From an optimization exercise on the open Yosys and OpenROAD flow, aimed at small area; shortcuts taken in it are not production practice.
Power figures rest on the tool's default switching activity, not on a simulated workload.

## run 1
## ReactionGame
module ReactionGame(
    input        CLOCK_50,
    input        reset,
    input  [1:0] KEY,
    output [9:0] LEDR,
    output [6:0] HEX0,
    output [6:0] HEX1
);
==> flow/config.mk <==
export PLATFORM = sky130hd
export DESIGN_NAME = ReactionGame
export DESIGN_NICKNAME = ReactionGame
export VERILOG_FILES = /design/flow/design.v
export SDC_FILE = /design/flow/constraint.sdc
export NUM_CORES = 4
export LEC_CHECK = 0
export CAP_MARGIN = 20
export CORE_MARGIN = 2
export CORE_UTILIZATION = 40
export SLEW_MARGIN = 20
==> flow/constraint.sdc <==
create_clock -name core_clock -period 25.0 [get_ports {CLOCK_50}]
set_input_delay 5.0000 -clock core_clock [delete_from_list [all_inputs] [get_ports {CLOCK_50}]]
set_output_delay 5.0000 -clock core_clock [all_outputs]
set_load 0.01 [all_outputs]
standard.sh (not shown) runs the stock make flow with config.mk's settings and CLKGATE_MAP_FILE= SYNTH_SCRIPT=/design/flow/synth_recipe.tcl, a recipe that flattens the netlist after the stock synthesis.
==> flow/flow/run.sh <==
#!/bin/bash
# Own layout flow: the standard synthesis, an area re-mapping of its
# combinational logic (flip-flops untouched), then the standard layout.
set -euo pipefail
W=$(pwd)
F=$W/flow
R=$W/orfs/results/$FLOW_PLATFORM/ReactionGame/base
LIB=$FLOW_HOME/platforms/$FLOW_PLATFORM/lib/sky130_fd_sc_hd__tt_025C_1v80.lib
DONTUSE=$(cat "$F/dontuse.txt")

bash standard.sh synth > "$W/log_synth.txt" 2>&1
cp "$R/1_2_yosys.v" "$W/std.v"

subst() { sed -e "s|@LIB@|$LIB|g" -e "s|@TOP@|$FLOW_TOP|g" -e "s|@ABC@|$F/abc.script|g" -e "s|@DONTUSE@|$DONTUSE|g" "$1"; }
subst "$F/reopt.ys" > "$W/reopt.ys"
subst "$F/equiv.ys" > "$W/equiv.ys"
if yosys -s "$W/reopt.ys" > "$W/log_reopt.txt" 2>&1 &&
   yosys -s "$W/equiv.ys" > "$W/log_equiv.txt" 2>&1; then
  cp "$W/out.v" "$R/1_2_yosys.v"
else
  echo "re-mapping not proven; keeping the standard netlist" >> "$W/log_equiv.txt"
fi
rm -f "$R/1_synth.odb" "$R/1_synth.sdc"
bash standard.sh BUFFER_PORTS_ARGS="-buffer_cell sky130_fd_sc_hd__buf_1" SKIP_REPAIR_TIE_FANOUT=1 CTS_ARGS="-sink_clustering_enable -repair_clock_nets -dont_use_dummy_load -buf_list sky130_fd_sc_hd__clkbuf_4 -sink_clustering_size 20 -sink_clustering_max_diameter 60" finish > "$W/log_finish.txt" 2>&1
Other scripts of this flow, unchanged in this note and not shown: flow/flow/abc.script, flow/flow/dontuse.txt, flow/flow/equiv.ys, flow/flow/reopt.ys
--- input diff run 1..run 2 ---
diff --git a/flow/flow/run.sh b/flow/flow/run.sh
--- a/flow/flow/run.sh
+++ b/flow/flow/run.sh
@@ -22,3 +22,3 @@
 fi
 rm -f "$R/1_synth.odb" "$R/1_synth.sdc"
-bash standard.sh BUFFER_PORTS_ARGS="-buffer_cell sky130_fd_sc_hd__buf_1" SKIP_REPAIR_TIE_FANOUT=1 CTS_ARGS="-sink_clustering_enable -repair_clock_nets -dont_use_dummy_load -buf_list sky130_fd_sc_hd__clkbuf_4 -sink_clustering_size 20 -sink_clustering_max_diameter 60" finish > "$W/log_finish.txt" 2>&1
+bash standard.sh BUFFER_PORTS_ARGS="-buffer_cell sky130_fd_sc_hd__buf_1" SKIP_REPAIR_TIE_FANOUT=1 CTS_ARGS="-sink_clustering_enable -repair_clock_nets -dont_use_dummy_load -buf_list {sky130_fd_sc_hd__clkbuf_4 sky130_fd_sc_hd__clkbuf_8} -sink_clustering_size 64 -sink_clustering_max_diameter 300" finish > "$W/log_finish.txt" 2>&1
## What came out
- Run 2: all stages complete, timing, DRC and antenna checks passed
- From run 1 to run 2 the numbers moved as follows: worst setup slack neither gained nor lost much; multi-input combinational area share decreased by 0.77 points relative to the old numbers; final cell area excluding filler cells +56 um2.
- Clock network fraction of design power sits higher in run 2 than in run 1.
#### Input delta (run 3 over run 2)
diff --git a/flow/flow/run.sh b/flow/flow/run.sh
--- a/flow/flow/run.sh
+++ b/flow/flow/run.sh
@@ -22,3 +22,3 @@
 fi
 rm -f "$R/1_synth.odb" "$R/1_synth.sdc"
-bash standard.sh BUFFER_PORTS_ARGS="-buffer_cell sky130_fd_sc_hd__buf_1" SKIP_REPAIR_TIE_FANOUT=1 CTS_ARGS="-sink_clustering_enable -repair_clock_nets -dont_use_dummy_load -buf_list {sky130_fd_sc_hd__clkbuf_4 sky130_fd_sc_hd__clkbuf_8} -sink_clustering_size 64 -sink_clustering_max_diameter 300" finish > "$W/log_finish.txt" 2>&1
+bash standard.sh BUFFER_PORTS_ARGS="-buffer_cell sky130_fd_sc_hd__buf_1" SKIP_REPAIR_TIE_FANOUT=1 CTS_ARGS="-sink_clustering_enable -repair_clock_nets -dont_use_dummy_load -buf_list sky130_fd_sc_hd__clkbuf_4 -sink_clustering_size 32 -sink_clustering_max_diameter 150" finish > "$W/log_finish.txt" 2>&1
Findings:
- Run 3 and run 2 all finish clean.
- Power: run 3 vs run 2 down about 10%
- Compared with run 2, in run 3 number of global-route vias before repair level, worst hold slack after final layout moved up, final routed wire length divided by cell count moved down, count of fill cells added during filler insertion moved up, final worst-path cycle share level.
- Reported for run 3 and run 2, initial antenna violation count turned out identical to the last digit.
- Looking at run 3 and run 2, the worst setup slack is a wash.
- Looking at run 3 and run 2, the minimum clock period after layout is a wash.
No functional check of the RTL was part of any run of this note.

## port drivers added, routing unchanged
No port has a modelled driver above. Below, the same layouts with a new extraction and two added sets of constraints. Step 1 assumes that a clkbuf_16 drives the clock port and a buf_2 every other input. Step 2 times the ports against the registers' clock, not the clock port: input delays grow and output delays shrink by t, the midpoint of the rising clock arrivals with the driver on. Three values: no drivers, after step 1, after step 2; two values: the first two.
run | shift t [ns] | slack for setup (ns) | slew at the worst register clock pin (ns) | pins driven straight from the clock port
run 1 | 0.405 | 13.728 / 13.705 / 13.705 | 0.10 / 0.10 | 1
run 2 | 0.352 | 13.725 / 13.702 / 13.702 | 0.06 / 0.06 | 1
run 3 | 0.405 | 13.728 / 13.705 / 13.705 | 0.10 / 0.10 | 1
After both steps every run listed still meets setup and hold.
